Background: an optimization exercise with open tools, aiming at small area and a short achievable clock period. Do not read the settings as production practice.
Where RTL was checked, it was by simulation tests only, not by an equivalence proof against the original.
No functional check of the RTL was part of runs 2 and 3.
No activity file was given, so power comes from the tool's default toggle rates.

==> flow/design.v, too long to show whole: its modules and the start of the top module <==
// module mul_acc_32x16: 1447 lines
// module long_slow_div_denom_reg: 66 lines
// module mul_div_32: 92 lines
// module cpu_ahb_if: 73 lines
// module cpu_ahb_mem: 74 lines
// module csr_reg: 103 lines
// module ctrl: 32 lines
// module ex: 147 lines
// module ex_mem: 41 lines
// module id: 635 lines
// module id_ex: 59 lines
// module if_id: 25 lines
// module interrupt_ctrl: 159 lines
// module mem: 142 lines
// module mem_wb: 25 lines
// module pc_reg: 30 lines
// module regsfile: 37 lines
// module yadan_riscv: 396 lines
module yadan_riscv(
    input  wire             clk,
    input  wire             rst_n,
    input  wire [7:0]  int_flag_i,
    output wire             M0_HBUSREQ,      
    input  wire             M0_HGRANT,       
    output wire  [31:0]     M0_HADDR,        
    output wire  [ 1:0]     M0_HTRANS,       
    output wire  [ 2:0]     M0_HSIZE,        
    output wire  [ 2:0]     M0_HBURST,       
    output wire  [ 3:0]     M0_HPROT,       
    output wire             M0_HLOCK,       
    output wire             M0_HWRITE,       
    output wire  [31:0]     M0_HWDATA,      
    output wire             M1_HBUSREQ,
    input  wire             M1_HGRANT,
    output wire  [31:0]     M1_HADDR,
    output wire  [ 1:0]     M1_HTRANS,
    output wire  [ 2:0]     M1_HSIZE,
    output wire  [ 2:0]     M1_HBURST,
    output wire  [ 3:0]     M1_HPROT,
    output wire             M1_HLOCK,
    output wire             M1_HWRITE,
    output wire  [31:0]     M1_HWDATA,
    input  wire  [31:0]     M_HRDATA,       
    input  wire  [ 1:0]     M_HRESP,         
    input  wire             M_HREADY         
);
  // ...
==> flow/run.sh <==
#!/bin/bash
# synth_recipe.tcl (not shown) runs the flow's synth.tcl, then flattens the netlist and writes it again
# the make line also repeats each setting of config.mk as NAME=value (left out here)
make -C /OpenROAD-flow-scripts/flow DESIGN_CONFIG=/design/flow/config.mk WORK_HOME=/design/flow/orfs CLKGATE_MAP_FILE= SYNTH_SCRIPT=/design/flow/synth_recipe.tcl finish
==> flow/config.mk <==
export PLATFORM = sky130hd
export DESIGN_NAME = yadan_riscv
export DESIGN_NICKNAME = yadan_riscv
export VERILOG_FILES = /design/flow/design.v
export SDC_FILE = /design/flow/constraint.sdc
export NUM_CORES = 8
export LEC_CHECK = 0
export CAP_MARGIN = 20
export CORE_MARGIN = 2
export CORE_UTILIZATION = 40
export SLEW_MARGIN = 20
==> flow/constraint.sdc <==
create_clock -name core_clock -period 11.0 [get_ports {clk}]
set_input_delay 2.2000 -clock core_clock [delete_from_list [all_inputs] [get_ports {clk}]]
set_output_delay 2.2000 -clock core_clock [all_outputs]
set_load 0.01 [all_outputs]
==> reports/metrics.yaml, run 1 <==
routing:
  routedWlPerCell_um: 37.43
  wl_met3_um: 90950
  met1_length_um: 231000
setup_path:
  crit_path_frequent_cell: "nand3_1"
  crit_fanout: 15
  endpoint: "u_ex_mem.mem_memaddr_o[14]"
  worst_path_largest_cell_delay_ns: 1.08
  critPathCaptureType: "register"
  cp.depth: 15
grt:
  grt-ovfl-total: 0
  grt_use_met2: 0.5091
  grt_pass1_vias: 107100
  grt_pass1_wl_um: 848700
clock_network:
  path_clk_slew_ns: 0.06
  clock_sinks: 2222
placed_design:
  gp_congestion: 1.044
  dp_slack_ns: 3.149
finish:
  sh_seq_area: 0.4328
  multiInputGateArea_mm2: 0.06192
  layout-drive-gt1-share: 0.1010
  seq_area_mm2: 0.06377
synthesis:
  synthAdderAreaFrac: 0.09494
  synth_compound_area_frac: 0.1819
  avgSynthCellArea_um2: 10.97
  yosys.area_share.simple: 0.1274
  ys.flop_type: "edfxtp_1"
  synth_top_cell_by_area: "edfxtp_1"
job:
  max_cap_viol_count: 0
min_path:
  hold_path.class: "register to register"
status:
  status: "finished clean"
pwr:
  switchingPower_mw: 5.179
floorplanning:
  die_area_mm2: 0.3318
==> module interrupt_ctrl, before the edit <==
module interrupt_ctrl(
    input   wire                    clk,
    input   wire                    rst_n,
    input   wire    [7:0]      int_flag_i,      
    input   wire    [31:0]      inst_i,          
    input   wire    [31:0]  inst_addr_i,     
    input   wire                    branch_flag_i,   
    input   wire    [31:0]       branch_addr_i,   
    input   wire                    muldiv_start_i,  
    input   wire                    global_int_en_i, 
    input   wire    [31:0]       csr_mtvec,       
    input   wire    [31:0]       csr_mepc,        
    input   wire    [31:0]       csr_mstatus,     
    output  reg                     we_o,            
    output  reg     [31:0]  waddr_o,         
    output  reg     [31:0]       data_o,          
    output  reg     [31:0]  int_addr_o,      
    output  reg                     int_assert_o,    
    output  wire                    stallreq_interrupt_o     
);
    localparam NONE             = 3'b000;
    localparam SYNC             = 3'b001;    
    localparam ASYNC            = 3'b010;    
    localparam MRET             = 3'b100;    
    localparam CSR_IDLE         = 4'b0000;
    localparam CSR_MEPC         = 4'b0001;   
    localparam CSR_MCAUSE       = 4'b0010;   
    localparam CSR_MSTATUS      = 4'b0100;   
    localparam CSR_MSTATUS_MRET = 4'b1000;   
    reg [2:0]           int_mode;
    reg [3:0]           csr_state;
    reg [3:0]           csr_state_nxt;
    reg [31:0]          cause;
    reg [31:0]  inst_addr;
    reg                 branch_flag_ff1;
    reg [31:0]       branch_addr_ff1;
    reg                     state_flag;
    assign stallreq_interrupt_o = (int_mode != NONE) || (csr_state != CSR_IDLE);
    always @(*) begin
        if( (inst_i == 32'h73 || inst_i == 32'h00100073) &&
            (!muldiv_start_i) &&                 
            (branch_flag_i != 1'b1) && (!state_flag))    
                int_mode = SYNC;
        else if((|int_flag_i) && global_int_en_i && (!state_flag)) 
            int_mode = ASYNC;
        else if(inst_i == 32'h30200073)
            int_mode = MRET;
        else
            int_mode = NONE;
    end
    always @(posedge clk or negedge rst_n) begin
        if(rst_n == 1'b0) begin
            branch_flag_ff1 <= 'b0;
            branch_addr_ff1 <= 'b0;
        end else begin
            branch_flag_ff1 <= branch_flag_i;
            branch_addr_ff1 <= branch_addr_i;
        end
    end
    always @(posedge clk or negedge rst_n) begin
        if(rst_n == 1'b0) begin
            cause       <= 32'h00000000;
            inst_addr   <= 32'h00000000;
            state_flag <= 0;
        end else begin
            if(int_mode == SYNC) begin
                if(inst_i == 32'h73)
                    cause   <= 32'd11;           
                else if(inst_i == 32'h00100073)
                    cause   <= 32'd3;            
                else
                    cause   <= 32'd10;           
                inst_addr <= inst_addr_i;
                state_flag <= 1;
            end else if(int_mode == ASYNC) begin
                cause <= {1'b1, 19'b0, int_flag_i, 4'b0};
                if (branch_flag_i == 1'b1)          
                    inst_addr <= branch_addr_i;              
                else if (branch_flag_ff1 == 1'b1)   
                    inst_addr <= branch_addr_ff1;            
                else if (muldiv_start_i)
                    inst_addr <= inst_addr_i - 4'h4;
                else
                    inst_addr <= inst_addr_i;
                state_flag <= 1;
            end else  if(int_mode == MRET) state_flag <= 0;
        end
    end 
    always @(posedge clk or negedge rst_n) begin
        if(rst_n == 1'b0)
            csr_state <= CSR_IDLE;
        else
            csr_state <= csr_state_nxt;
    end
    always @(*) begin
        case (csr_state)
            CSR_IDLE: begin
                if(int_mode == MRET)
                    csr_state_nxt = CSR_MSTATUS_MRET;
                else if((int_mode == SYNC) || (int_mode == ASYNC))
                    csr_state_nxt = CSR_MEPC;
                else 
                    csr_state_nxt = CSR_IDLE;
            end
            CSR_MEPC:           csr_state_nxt = CSR_MCAUSE;
            CSR_MCAUSE:         csr_state_nxt = CSR_MSTATUS;
            CSR_MSTATUS:        csr_state_nxt = CSR_IDLE;
            CSR_MSTATUS_MRET:   csr_state_nxt = CSR_IDLE;
            default:            csr_state_nxt = CSR_IDLE;
        endcase
    end
    always @(posedge clk or negedge rst_n) begin
        if(rst_n == 1'b0) begin
            we_o            <= 1'b0;
            waddr_o         <= 32'h00000000;
            data_o          <= 32'h00000000;
            int_assert_o    <= 1'b0;
            int_addr_o      <= 32'h00000000;
        end else begin
            case(csr_state)
                CSR_MEPC: begin
                    we_o            <= 1'b1;
                    waddr_o         <= {20'h0, 12'h341};
                    data_o          <= inst_addr;
                    int_assert_o    <= 1'b0;
                    int_addr_o      <= 32'h00000000;
                end
                CSR_MCAUSE: begin
                    we_o            <= 1'b1;
                    waddr_o         <= {20'h0, 12'h342};
                    data_o          <= cause;
                    int_assert_o    <= 1'b1;
                    int_addr_o      <= csr_mtvec;
                end
                CSR_MSTATUS: begin
                    we_o            <= 1'b1;
                    waddr_o         <= {20'h0, 12'h300};
                    data_o          <= {csr_mstatus[31:4], 1'b0, csr_mstatus[2:0]};
                    int_assert_o    <= 1'b0;
                    int_addr_o      <= 32'h00000000;
                end
                CSR_MSTATUS_MRET: begin
                    we_o            <= 1'b1;
                    waddr_o         <= {20'h0, 12'h300};
                    data_o          <= {csr_mstatus[31:4], csr_mstatus[7], csr_mstatus[2:0]};
                    int_assert_o    <= 1'b1;
                    int_addr_o      <= csr_mepc;
                end
                default: begin
                    we_o            <= 1'b0;
                    waddr_o         <= 32'h00000000;
                    data_o          <= 32'h00000000;
                    int_assert_o    <= 1'b0;
                    int_addr_o      <= 32'h00000000;
                end
            endcase
        end
    end
 endmodule
==> inputs of run 2 (changes only) <==
--- a/flow/design.v
+++ b/flow/design.v
@@ -2799,162 +2799,94 @@
 module interrupt_ctrl(
     input   wire                    clk,
     input   wire                    rst_n,
-    input   wire    [7:0]      int_flag_i,      
-    input   wire    [31:0]      inst_i,          
-    input   wire    [31:0]  inst_addr_i,     
-    input   wire                    branch_flag_i,   
-    input   wire    [31:0]       branch_addr_i,   
-    input   wire                    muldiv_start_i,  
-    input   wire                    global_int_en_i, 
-    input   wire    [31:0]       csr_mtvec,       
-    input   wire    [31:0]       csr_mepc,        
-    input   wire    [31:0]       csr_mstatus,     
-    output  reg                     we_o,            
-    output  reg     [31:0]  waddr_o,         
-    output  reg     [31:0]       data_o,          
-    output  reg     [31:0]  int_addr_o,      
-    output  reg                     int_assert_o,    
-    output  wire                    stallreq_interrupt_o     
+    input   wire    [7:0]      int_flag_i,
+    input   wire    [31:0]      inst_i,
+    input   wire    [31:0]  inst_addr_i,
+    input   wire                    branch_flag_i,
+    input   wire    [31:0]       branch_addr_i,
+    input   wire                    muldiv_start_i,
+    input   wire                    global_int_en_i,
+    input   wire    [31:0]       csr_mtvec,
+    input   wire    [31:0]       csr_mepc,
+    input   wire    [31:0]       csr_mstatus,
+    output  reg                     we_o,
+    output  reg     [31:0]  waddr_o,
+    output  reg     [31:0]       data_o,
+    output  reg     [31:0]  int_addr_o,
+    output  reg                     int_assert_o,
+    output  wire                    stallreq_interrupt_o
 );
-    localparam NONE             = 3'b000;
-    localparam SYNC             = 3'b001;    
-    localparam ASYNC            = 3'b010;    
-    localparam MRET             = 3'b100;    
     localparam CSR_IDLE         = 4'b0000;
-    localparam CSR_MEPC         = 4'b0001;   
-    localparam CSR_MCAUSE       = 4'b0010;   
-    localparam CSR_MSTATUS      = 4'b0100;   
-    localparam CSR_MSTATUS_MRET = 4'b1000;   
-    reg [2:0]           int_mode;
+    localparam CSR_MEPC         = 4'b0001;
+    localparam CSR_MCAUSE       = 4'b0010;
+    localparam CSR_MSTATUS      = 4'b0100;
+    localparam CSR_MSTATUS_MRET = 4'b1000;
     reg [3:0]           csr_state;
-    reg [3:0]           csr_state_nxt;
-    reg [31:0]          cause;
-    reg [31:0]  inst_addr;
+    reg                 state_flag;
     reg                 branch_flag_ff1;
     reg [31:0]       branch_addr_ff1;
-    reg                     state_flag;
-    assign stallreq_interrupt_o = (int_mode != NONE) || (csr_state != CSR_IDLE);
-    always @(*) begin
-        if( (inst_i == 32'h73 || inst_i == 32'h00100073) &&
-            (!muldiv_start_i) &&                 
-            (branch_flag_i != 1'b1) && (!state_flag))    
-                int_mode = SYNC;
-        else if((|int_flag_i) && global_int_en_i && (!state_flag)) 
-            int_mode = ASYNC;
-        else if(inst_i == 32'h30200073)
-            int_mode = MRET;
-        else
-            int_mode = NONE;
-    end
+    reg                 cause_async;
+    reg [7:0]           cause_flags;
+    reg                 cause_ecall;
+    reg [31:0]  inst_addr;
+    wire is_ecall = (inst_i == 32'h73);
+    wire is_ebr   = (inst_i == 32'h00100073);
+    wire is_mret  = (inst_i == 32'h30200073);
+    wire m_sync  = (is_ecall | is_ebr) & ~muldiv_start_i & ~branch_flag_i & ~state_flag;
+    wire m_async = ~m_sync & (|int_flag_i) & global_int_en_i & ~state_flag;
+    wire m_mret  = ~m_sync & ~m_async & is_mret;
+    wire m_trap  = m_sync | m_async;
+    assign stallreq_interrupt_o = m_trap | m_mret | (csr_state != CSR_IDLE);
     always @(posedge clk or negedge rst_n) begin
-        if(rst_n == 1'b0) begin
-            branch_flag_ff1 <= 'b0;
-            branch_addr_ff1 <= 'b0;
+        if (rst_n == 1'b0) begin
+            branch_flag_ff1 <= 1'b0;
+            state_flag      <= 1'b0;
+            csr_state       <= CSR_IDLE;
+            we_o            <= 1'b0;
+            int_assert_o    <= 1'b0;
         end else begin
             branch_flag_ff1 <= branch_flag_i;
-            branch_addr_ff1 <= branch_addr_i;
+            if (m_trap)
+                state_flag  <= 1'b1;
+            else if (m_mret)
+                state_flag  <= 1'b0;
+            case (csr_state)
+                CSR_IDLE:    csr_state <= m_mret ? CSR_MSTATUS_MRET : m_trap ? CSR_MEPC : CSR_IDLE;
+                CSR_MEPC:    csr_state <= CSR_MCAUSE;
+                CSR_MCAUSE:  csr_state <= CSR_MSTATUS;
+                default:     csr_state <= CSR_IDLE;
+            endcase
+            we_o         <= csr_state != CSR_IDLE;
+            int_assert_o <= (csr_state == CSR_MCAUSE) | (csr_state == CSR_MSTATUS_MRET);
         end
     end
-    always @(posedge clk or negedge rst_n) begin
-        if(rst_n == 1'b0) begin
-            cause       <= 32'h00000000;
-            inst_addr   <= 32'h00000000;
-            state_flag <= 0;
-        end else begin
-            if(int_mode == SYNC) begin
-                if(inst_i == 32'h73)
-                    cause   <= 32'd11;           
-                else if(inst_i == 32'h00100073)
-                    cause   <= 32'd3;            
-                else
-                    cause   <= 32'd10;           
-                inst_addr <= inst_addr_i;
-                state_flag <= 1;
-            end else if(int_mode == ASYNC) begin
-                cause <= {1'b1, 19'b0, int_flag_i, 4'b0};
-                if (branch_flag_i == 1'b1)          
-                    inst_addr <= branch_addr_i;              
-                else if (branch_flag_ff1 == 1'b1)   
-                    inst_addr <= branch_addr_ff1;            
-                else if (muldiv_start_i)
-                    inst_addr <= inst_addr_i - 4'h4;
-                else
-                    inst_addr <= inst_addr_i;
-                state_flag <= 1;
-            end else  if(int_mode == MRET) state_flag <= 0;
+    always @(posedge clk) begin
+        branch_addr_ff1 <= branch_addr_i;
+        if (m_trap) begin
+            cause_async <= m_async;
+            cause_flags <= m_async ? int_flag_i : 8'b0;
+            cause_ecall <= m_sync & is_ecall;
+            if (m_sync | branch_flag_i)
+                inst_addr <= m_sync ? inst_addr_i : branch_addr_i;
+            else if (branch_flag_ff1)
+                inst_addr <= branch_addr_ff1;
+            else
+                inst_addr <= muldiv_start_i ? inst_addr_i - 32'd4 : inst_addr_i;
         end
-    end 
-    always @(posedge clk or negedge rst_n) begin
-        if(rst_n == 1'b0)
-            csr_state <= CSR_IDLE;
-        else
-            csr_state <= csr_state_nxt;
-    end
-    always @(*) begin
         case (csr_state)
-            CSR_IDLE: begin
-                if(int_mode == MRET)
-                    csr_state_nxt = CSR_MSTATUS_MRET;
-                else if((int_mode == SYNC) || (int_mode == ASYNC))
-                    csr_state_nxt = CSR_MEPC;
-                else 
-                    csr_state_nxt = CSR_IDLE;
-            end
-            CSR_MEPC:           csr_state_nxt = CSR_MCAUSE;
-            CSR_MCAUSE:         csr_state_nxt = CSR_MSTATUS;
-            CSR_MSTATUS:        csr_state_nxt = CSR_IDLE;
-            CSR_MSTATUS_MRET:   csr_state_nxt = CSR_IDLE;
-            default:            csr_state_nxt = CSR_IDLE;
+            CSR_MEPC:    data_o <= inst_addr;
+            CSR_MCAUSE:  data_o <= {cause_async, 19'b0, cause_flags, cause_ecall, 1'b0, ~cause_async, ~cause_async};
+            CSR_MSTATUS: data_o <= {csr_mstatus[31:4], 1'b0, csr_mstatus[2:0]};
+            default:     data_o <= {csr_mstatus[31:4], csr_mstatus[7], csr_mstatus[2:0]};
         endcase
+        case (csr_state)
+            CSR_MEPC:    waddr_o <= {20'h0, 12'h341};
+            CSR_MCAUSE:  waddr_o <= {20'h0, 12'h342};
+            default:     waddr_o <= {20'h0, 12'h300};
+        endcase
+        int_addr_o <= (csr_state == CSR_MCAUSE) ? csr_mtvec : csr_mepc;
     end
-    always @(posedge clk or negedge rst_n) begin
-        if(rst_n == 1'b0) begin
-            we_o            <= 1'b0;
-            waddr_o         <= 32'h00000000;
-            data_o          <= 32'h00000000;
-            int_assert_o    <= 1'b0;
-            int_addr_o      <= 32'h00000000;
-        end else begin
-            case(csr_state)
-                CSR_MEPC: begin
-                    we_o            <= 1'b1;
-                    waddr_o         <= {20'h0, 12'h341};
-                    data_o          <= inst_addr;
-                    int_assert_o    <= 1'b0;
-                    int_addr_o      <= 32'h00000000;
-                end
-                CSR_MCAUSE: begin
-                    we_o            <= 1'b1;
-                    waddr_o         <= {20'h0, 12'h342};
-                    data_o          <= cause;
-                    int_assert_o    <= 1'b1;
-                    int_addr_o      <= csr_mtvec;
-                end
-                CSR_MSTATUS: begin
-                    we_o            <= 1'b1;
-                    waddr_o         <= {20'h0, 12'h300};
-                    data_o          <= {csr_mstatus[31:4], 1'b0, csr_mstatus[2:0]};
-                    int_assert_o    <= 1'b0;
-                    int_addr_o      <= 32'h00000000;
-                end
-                CSR_MSTATUS_MRET: begin
-                    we_o            <= 1'b1;
-                    waddr_o         <= {20'h0, 12'h300};
-                    data_o          <= {csr_mstatus[31:4], csr_mstatus[7], csr_mstatus[2:0]};
-                    int_assert_o    <= 1'b1;
-                    int_addr_o      <= csr_mepc;
-                end
-                default: begin
-                    we_o            <= 1'b0;
-                    waddr_o         <= 32'h00000000;
-                    data_o          <= 32'h00000000;
-                    int_assert_o    <= 1'b0;
-                    int_addr_o      <= 32'h00000000;
-                end
-            endcase
-        end
-    end
- endmodule
+endmodule
 module mem(
     input   wire[4:0]   wreg_addr_i,
     input   wire                wreg_i,
--- a/flow/config.mk
+++ b/flow/config.mk
@@ -8,4 +8,5 @@
 export CAP_MARGIN = 20
 export CORE_MARGIN = 2
 export CORE_UTILIZATION = 40
+export SETUP_SLACK_MARGIN = 3
 export SLEW_MARGIN = 20
==> run 2 against run 1 <==
Against the previous run:
- still clean on timing, DRC and antenna
- global-route usage up 1.5 points
- fmax up 5.6%
- highest routed layer unchanged
- area after synthesis down 0.42%
- first-iteration DRC count down 3.7%
- core utilization up 0.14 points
- register-to-register slack better by 0.44 ns
- sequential power about the same
- routed wire length up 3.7%
- final area down 0.32%
- critical path type unchanged
- largest cell class unchanged
==> reports/metrics.yaml, run 2 <==
status:
  status: "finished clean"  # unchanged
finish:
  final_common_cell: "edfxtp_1"  # unchanged
  area_growth_syn_to_layout_pct: 12.69  # was 12.58%
  seq_area_mm2: 0.06344  # was 0.06377 mm²
  largest-register: "u_regsfile.reg_Q"  # unchanged
  layout_common_cells: "edfxtp_1 (1712), nand2_1 (1065), a22oi_1 (717), inv_1 (701), nor2_1 (601)"  # was edfxtp_1 (1670), nand2_1 (965), inv_1 (733), nor2_1 (628), a21oi_1 (561)
  reg.largest.list: "u_regsfile.reg_Q: 992 flops, u_mul_div_32.long_slow_div_denom_reg_i.L_num: 65 flops"  # unchanged
  finalNetCount: 12810  # was 12730
  layout-drive-gt1-share: 0.1023  # was 0.1010
  multiInputGateArea_mm2: 0.06184  # was 0.06192 mm²
  largest_reg_flops: 992  # unchanged
  fillers: 29900  # was 30060
timing:
  timing.setup.tns_ns: 0  # unchanged
  final.period_utilization: 0.7119  # was 0.7517
  maxSlewHeadroom: 0.04997  # was 0.1274
  clock-skew-final_ns: 0.1256  # was 0.1255 ns
  setup_viol: 0  # unchanged
  hold_viol_final: 0  # unchanged
  fmax_mhz: 127.7  # was 120.9 MHz
  rsz0062_at_grt: "no"  # unchanged
  period_needed_ns: 7.831  # was 8.269 ns
  timing.hold.ws_ns: 0.3480  # was 0.3569 ns
  worst_slew_pin_slew_ns: 1.412  # was 1.299 ns
  maxSlewViolCount: 0  # unchanged
floorplanning:
  num_rows: 209  # was 210
  die_area_mm2: 0.3304  # was 0.3318 mm²
  start_util: 0.4019  # was 0.4010
  die-width_um: 574.8  # was 576.0 µm
  core_mm2: 0.3243  # was 0.3263 mm²
  ios: 205  # unchanged
  die_y_um: 574.8  # was 576.0 µm
routing:
  ant_nets: 0  # unchanged
  drt_first_pass_iters: 13  # unchanged
  drt_iter0_drc: 20590  # was 21370
  vias: 113600  # was 114000
  routedWlPerCell_um: 38.66  # was 37.43 µm
  drc: 0  # unchanged
  wirelength_um: 642100  # was 619100 µm
  vias_per_cell: 6.837  # was 6.889
setup_path:
  worstSetupPathType: "register to register"  # unchanged
  critPathCaptureType: "register"  # unchanged
  crit_path_frequent_cell: "buf_4"  # was nand3_1
  start_kind: "register"  # unchanged
  path_cells: "or4_1 -> or2_2 -> buf_4 -> xnor2_1 -> ha_1 -> a21oi_1 -> o21a_1 -> o221ai_1 -> a21o_1 -> a311oi_1 -> and2_1 -> mux2_1 -> o22a_2 -> buf_4 -> inv_2 -> nor3_4 -> buf_4 -> inv_4 -> buf_4"  # was nor4_1 -> nand3_1 -> and2_1 -> fa_1 -> a21o_1 -> a311o_1 -> a31o_2 -> a2111oi_1 -> o211ai_1 -> xnor2_1 -> o21ai_1 -> nand3_1 -> nand3_1 -> buf_4 -> o2bb2ai_1
  crit_fanout: 39  # was 15
  crit_slowest_cell: "a311oi_1"  # was nand3_1
  crit_arrival_ns: 8.35  # was 9.11 ns
  required_ns: 11.52  # was 11.84 ns
  worst_path_largest_cell_delay_ns: 0.85  # was 1.08 ns
synthesis:
  synth_top_cell_by_area: "edfxtp_1"  # unchanged
  avgSynthCellArea_um2: 10.88  # was 10.97 µm²
  ys.flop_type: "edfxtp_1"  # unchanged
  synth_cells: 11980  # was 11930
  ys_top_cells_by_count: "edfxtp_1 (1712), nand2_1 (1068), a22oi_1 (717)"  # was edfxtp_1 (1670), nand2_1 (967), inv_1 (737)
  synthArstFlopShare: 0.1662  # was 0.2304
  synth.distinct_cells: 109  # unchanged
  synth_enable_flop_cells: 1712  # was 1670
  yosysTopAreaCellShare: 0.3945  # was 0.3832
  ys_seq_area_frac: 0.4867  # was 0.4872
  synth-seq-cells: 2220  # was 2222
  yosys_warnings: 49  # unchanged
  synth.most_common_cell: "edfxtp_1"  # unchanged
  synth_area_leaders: "edfxtp_1 (39%), dfrtp_1 (7.1%), fa_1 (7.0%)"  # was edfxtp_1 (38%), dfrtp_1 (9.8%), fa_1 (7.0%)
  syn_area_mm2: 0.1303  # was 0.1309 mm²
clock_network:
  path_clk_slew_ns: 0.06  # about the same
  cts_tree: "done"  # unchanged
  clock_sinks: 2220  # was 2222
  cts_hold_buf: 0  # unchanged
  clock_latency_ns: 1.01  # was 1.00 ns
  cts_buffers: 239  # was 245
  clockBufferDepth: 4  # unchanged
  htreeDepth: 4  # unchanged
  root_buffer: "clkbuf_16"  # unchanged
placed_design:
  place.detailed.hpwl_um: 429600  # was 405400 µm
  portBuffers: 145  # unchanged
  gp_congestion: 1.024  # was 1.044
grt:
  antenna_found_initial: 45  # was 40
  grt-ovfl-total: 0  # unchanged
  grt_pass1_wl_um: 875600  # was 848700 µm
  grt_pass1_vias: 108100  # was 107100
  grt.total_usage: 0.3762  # was 0.3613
  grt_max_degree: 152  # was 153
job:
  max_cap_viol_count: 0  # unchanged
pwr:
  p_leak_nw: 56.67  # was 57.20 nW
  ir_worst_vdd_mv: 0.1450  # was 0.1736 mV
  power.density_mw_per_mm2: 129.9  # was 133.8 mW/mm²
min_path:
  hold_path.class: "register to register"  # unchanged
==> run 2: critical path: cells and delay by family, from the launching register on <==
| kind | cells | cell delay (ns) |
|---|---|---|
| AND/OR/NAND/NOR | 4 | 1.43 |
| multiplexers | 1 | 0.34 |
| buffers and inverters | 6 | 2.53 |
| flip-flops | 1 | 0.53 |
| XOR/XNOR | 1 | 0.22 |
| AO/OA/AOI/OAI | 6 | 1.85 |
| adder cells (fa/ha/maj) | 1 | 0.41 |
==> run 2: layer usage <==
layer,GRT usage,vias to the layer above,wire [µm],part of all wire
met5,0,-,214,0.00033
met3,0.1284,2656,89160,0.14
met2,0.5518,9804,269900,0.42
met1,0.4659,56160,226700,0.35
met4,0.2617,28,56120,0.087
li1,-,44910,-,-
==> run 2: final cells by class <==
| type | count | share of cell area |
|---|---|---|
| Multi-Input combinational cell | 8253 | 0.4211 |
| Clock buffer | 309 | 0.04512 |
| Tap cell | 4325 | 0.03685 |
| Inverter | 716 | 0.01836 |
| Clock inverter | 141 | 0.01062 |
| Timing Repair Buffer | 611 | 0.03540 |
| Sequential cell | 2220 | 0.4320 |
| Antenna cell | 34 | 0.0005793 |
==> run 2: stage by stage <==
stage / util / instance area (µm²) / std cells / total power, mW / worst slack (ns)
floorplan: - / 130500 / 12030 / 9.899 / 4.127
global placement: 0.4259 / 138100 / 16100 / 10.59 / 2.776
detailed placement: 0.4261 / 138200 / 16100 / 10.61 / 2.775
CTS: 0.4514 / 146400 / 16560 / 19.01 / 3.041
global route: 0.4527 / 146800 / 16580 / 19.41 / 3.010
finish: 0.4529 / 146900 / 16610 / 19.07 / 3.169
==> run 2: power by group <==
group          switching [mW]  leakage, nW  internal (mW)
Clock                    3.66         3.98           4.88
Combinational            1.05         29.0          0.313
Sequential              0.161         23.7           9.01
==> run 2: path summary, 6_finish.rpt <==
path	cells past startpoint	slack, ns	from	to
setup reg to reg	19	3.17	u_id_ex.ex_aluop_o[5]	u_ex_mem.mem_operand2_o[19]
hold / removal	0	0.35	u_mul_div_32.enable_in_d2	u_mul_div_32.enable_in_d3
hold reg to reg	0	0.35	u_mul_div_32.enable_in_d2	u_mul_div_32.enable_in_d3
setup / recovery	19	3.17	u_id_ex.ex_aluop_o[5]	u_ex_mem.mem_operand2_o[19]
max in group asynchronous	2	8.02	rst_n	u_if_id.inst_o[21]
min in group asynchronous	1	1.33	rst_n	u_ex_mem.mem_memaddr_o[25]
==> run 2: timing repair <==
item	4_1_cts	5_1_grt
resized for setup	0	3
buffers inserted	3	2
setup endpoints to repair	3	79
pin swaps	0	0
==> run 2: cell families (layout without fill, tap and decap cells) <==
logic type      Yosys count  in the layout  synth area share
compound gates         3359           3359            0.1831
buf+inv                1559           1777           0.04772
fa+ha+maj               721            721           0.09541
simple gates           3397           3397            0.1291
flops                  2220           2220            0.4867
xor+xnor                465            465           0.03136
other cells               2             91        0.00005763
mux                     254            254           0.02657
==> inputs of run 3 (changes only) <==
--- a/flow/config.mk
+++ b/flow/config.mk
@@ -8,5 +8,5 @@
 export CAP_MARGIN = 20
 export CORE_MARGIN = 2
 export CORE_UTILIZATION = 40
-export SETUP_SLACK_MARGIN = 3
+export SETUP_SLACK_MARGIN = 5
 export SLEW_MARGIN = 20
==> run 3 against run 2 <==
Against the previous run:
- core utilization is 0.65 points higher
- largest power group unchanged
- clock power is 1% lower
- sequential share of layout area is 0.61 points lower
- worst setup slack better by 1.1 ns
- via count is 1.2% higher
- non-clock buffer count is 93 higher
- largest cell class unchanged
- combinational power hardly changed
==> reports/metrics.yaml, run 3 <==
finish:
  final_common_cell: "edfxtp_1"  # unchanged
  finalNetCount: 12900  # was 12810
  design_area_mm2: 0.1490  # was 0.1469 mm²
  area_growth_syn_to_layout_pct: 14.32  # was 12.69%
  layout-drive-gt1-share: 0.1201  # was 0.1023
  utilization: 0.4595  # was 0.4529
  layout_common_cells: "edfxtp_1 (1712), nand2_1 (1054), a22oi_1 (717), inv_1 (694), nor2_1 (588)"  # was edfxtp_1 (1712), nand2_1 (1065), a22oi_1 (717), inv_1 (701), nor2_1 (601)
  largest-register: "u_regsfile.reg_Q"  # unchanged
  largest_reg_flops: 992  # unchanged
  reg.largest.list: "u_regsfile.reg_Q: 992 flops, u_mul_div_32.long_slow_div_denom_reg_i.L_num: 65 flops"  # unchanged
  fillers: 29700  # was 29900
synthesis:
  synth.most_common_cell: "edfxtp_1"  # unchanged
  synth-seq-cells: 2220  # unchanged
  synth_enable_flop_cells: 1712  # unchanged
  syn_area_mm2: 0.1303  # unchanged
  ys_top_cells_by_count: "edfxtp_1 (1712), nand2_1 (1068), a22oi_1 (717)"  # unchanged
  synth_cells: 11980  # unchanged
  synthArstFlopShare: 0.1662  # unchanged
  yosys_warnings: 49  # unchanged
  yosysTopAreaCellShare: 0.3945  # unchanged
  ys_seq_area_frac: 0.4867  # unchanged
  synth_area_leaders: "edfxtp_1 (39%), dfrtp_1 (7.1%), fa_1 (7.0%)"  # unchanged
  synth.distinct_cells: 109  # unchanged
  synth_top_cell_by_area: "edfxtp_1"  # unchanged
  ys.flop_type: "edfxtp_1"  # unchanged
  avgSynthCellArea_um2: 10.88  # unchanged
timing:
  hold_viol_final: 0  # unchanged
  fmax_mhz: 148.6  # was 127.7 MHz
  final.period_utilization: 0.6119  # was 0.7119
  worst_slew_pin_slew_ns: 1.387  # was 1.412 ns
  fin_ws_ns: 4.270  # was 3.169 ns
  period_needed_ns: 6.731  # was 7.831 ns
  maxSlewHeadroom: 0.06832  # was 0.04997
  setup_viol: 0  # unchanged
  rsz0062_at_grt: "yes"  # was no
  maxSlewViolCount: 0  # unchanged
  clock-skew-final_ns: 0.1406  # was 0.1256 ns
  timing.setup.tns_ns: 0  # unchanged
routing:
  ant_nets: 0  # unchanged
  vias: 115000  # was 113600
  drt_first_pass_iters: 13  # unchanged
  drc: 0  # unchanged
  vias_per_cell: 6.890  # was 6.837
  routedWlPerCell_um: 39.15  # was 38.66 µm
  wirelength_um: 653200  # was 642100 µm
  drt_iter0_drc: 21690  # was 20590
pwr:
  p_clk_frac: 0.445  # was 0.448
  power.density_mw_per_mm2: 127.3  # was 129.9 mW/mm²
  seqPwrFrac: 0.483  # was 0.481
  p_sw_frac: 0.2555  # about the same
  ir_worst_vdd_mv: 0.1837  # was 0.1450 mV
  p_leak_nw: 57.46  # was 56.67 nW
  switchingPower_mw: 4.844  # was 4.873 mW
  combPwrFrac: 0.072  # was 0.071
  p_int_mw: 14.12  # was 14.20 mW
placed_design:
  dp_slack_ns: 3.507  # was 2.775 ns
  gp_congestion: 1.023  # was 1.024
  place.detailed.hpwl_um: 429300  # was 429600 µm
  place_area_mm2: 0.1382  # about the same
  portBuffers: 145  # unchanged
setup_path:
  crit_fanout: 8  # was 39
  start_kind: "register"  # unchanged
  r2r-start: "u_mul_div_32.y_part[2]"  # was u_id_ex.ex_aluop_o[5]
  startpoint: "u_mul_div_32.y_part[2]"  # was u_id_ex.ex_aluop_o[5]
  worstSetupPathType: "register to register"  # unchanged
  crit_arrival_ns: 7.38  # was 8.35 ns
  required_ns: 11.65  # was 11.52 ns
  critPathCaptureType: "register"  # unchanged
grt:
  grt_pass1_vias: 108400  # was 108100
  grt_use_met2: 0.5515  # was 0.5518
  antenna_found_initial: 36  # was 45
  grt.total_usage: 0.3823  # was 0.3762
  met3_usage: 0.1293  # was 0.1284
  grt_max_degree: 154  # was 152
  gr-max-usage-layer: "met2"  # unchanged
  met1_usage: 0.4849  # was 0.4659
  grt-ovfl-total: 0  # unchanged
  grt_pass1_wl_um: 885300  # was 875600 µm
floorplanning:
  die-width_um: 574.8  # unchanged
  core_mm2: 0.3243  # unchanged
  num_rows: 209  # unchanged
  start_util: 0.4019  # unchanged
  die_y_um: 574.8  # unchanged
  die_area_mm2: 0.3304  # unchanged
  ios: 205  # unchanged
clock_network:
  cts_tree: "done"  # unchanged
  path_clk_slew_ns: 0.06  # about the same
  root_buffer: "clkbuf_16"  # unchanged
  cts_hold_buf: 0  # unchanged
  cts_buffers: 237  # was 239
  clock_sinks: 2220  # unchanged
  clockBufferDepth: 4  # unchanged
  clock_latency_ns: 1.02  # was 1.01 ns
  htreeDepth: 4  # unchanged
status:
  status: "finished clean"  # unchanged
job:
  max_cap_viol_count: 0  # unchanged
min_path:
  min_from: "u_mul_div_32.enable_in_d2"  # unchanged
  hold_path.class: "register to register"  # unchanged
run 3: what timing repair did:
action,in CTS,in global routing
setup buffers,64,42
resized for setup,131,144
cloned,6,4
endpoints found under the setup margin,403,213
pin swaps,31,51
run 3: worst paths after layout:
kind | to | slack (ns) | cells past startpoint
max | u_mul_div_32.z_i[57] | 4.27 | 21
min | u_mul_div_32.enable_in_d3 | 0.35 | 0
max reg2reg | u_mul_div_32.z_i[57] | 4.27 | 21
min reg2reg | u_mul_div_32.enable_in_d3 | 0.35 | 0
max in group asynchronous | u_if_id.inst_o[21] | 7.34 | 3
min in group asynchronous | u_csr_reg.csr_mstatus[21] | 1.38 | 1
run 3: area by class of cell:
cell class	count	area (µm²)	share of cell area
flip-flops and latches	2220	63450	0.4259
inverters	716	2720	0.01826
repair buffers	704	6584	0.04419
repair inverters	1	8.758	0.00005879
well taps	4325	5411	0.03632
clock buffers	292	6415	0.04306
diodes	26	65.06	0.0004367
multi-input cells	8254	62710	0.4209
clock inverters	146	1620	0.01088
run 3: cell families (layout without fill, tap and decap cells):
family,after synthesis,count (layout),synth area share
simple gates,3397,3398,0.1291
compound gates,3359,3359,0.1831
flops,2220,2220,0.4867
buf+inv,1559,1859,0.04772
fa+ha+maj,721,721,0.09541
xor+xnor,465,465,0.03136
mux,254,254,0.02657
other cells,2,83,0.00005763
run 3: power groups by stage:
stage	registers, mW	clock network (mW)	logic, mW
finish	9.16	8.43	1.37
global route	9.17	8.76	1.36
CTS	9.16	8.43	1.28
detailed placement	9.33	0	1.27
global placement	9.33	0	1.26
floorplan	9.24	0	0.655
run 3: metal layers:
metal  part of all wire  wire (µm)  vias to the layer above
met1               0.36     233100                    57050
met2               0.41     270200                    10130
met5            0.00026        173                        -
met4              0.087      56850                       24
met3               0.14      92880                     2652
li1                   -          -                    45100
run 3: worst max-delay path, cell delays in order (launching register included):
cell	delay, ns
edfxtp_1	0.44
buf_12	0.18
and2_4	0.16
fa_1	0.53
inv_1	0.05
fa_1	0.48
fa_1	0.54
fa_1	0.45
fa_1	0.52
inv_1	0.05
fa_1	0.54
ha_4	0.23
a21oi_4	0.16
o21ai_2	0.08
a221o_1	0.37
or3b_4	0.42
o21ai_4	0.19
o31a_1	0.30
o21ai_2	0.12
a311oi_4	0.39
o21bai_1	0.12
xor2_1	0.15
run 3: through the flow:
step | power, mW | instances | hold slack, ns
after floorplan | 9.899 | 12030 | 0.3312
after global placement | 10.59 | 16080 | 0.3412
after detailed placement | 10.60 | 16090 | 0.3371
after CTS | 18.87 | 16590 | 0.3509
after global routing | 19.29 | 16660 | 0.3602
final | 18.96 | 16680 | 0.3487

[separate check: timing with driven ports]
Ports are ideal in the flow. The routed layouts listed here were re-timed in OpenROAD. Step 1, drivers: a clkbuf_16 drives clk and a buf_2 each remaining input, both assumed. Step 2 adds t to the input delays and takes it off the output delays; t is the mean of the earliest and latest rising clock arrival at the registers after step 1. Input paths then give back, and output paths get back, about the clock's delay inside the block. Three values: ideal ports, drivers, drivers and shift; two values: the first two.
run | t, ns | setup slack, ns | worst setup path at the end
run 1 | 1.047 | 2.731 / 2.731 / 2.731 | register to register
run 2 | 1.051 | 3.169 / 3.169 / 3.169 | register to register
run 3 | 1.050 | 4.269 / 4.269 / 4.269 | register to register
After both steps every run listed still meets setup and hold.
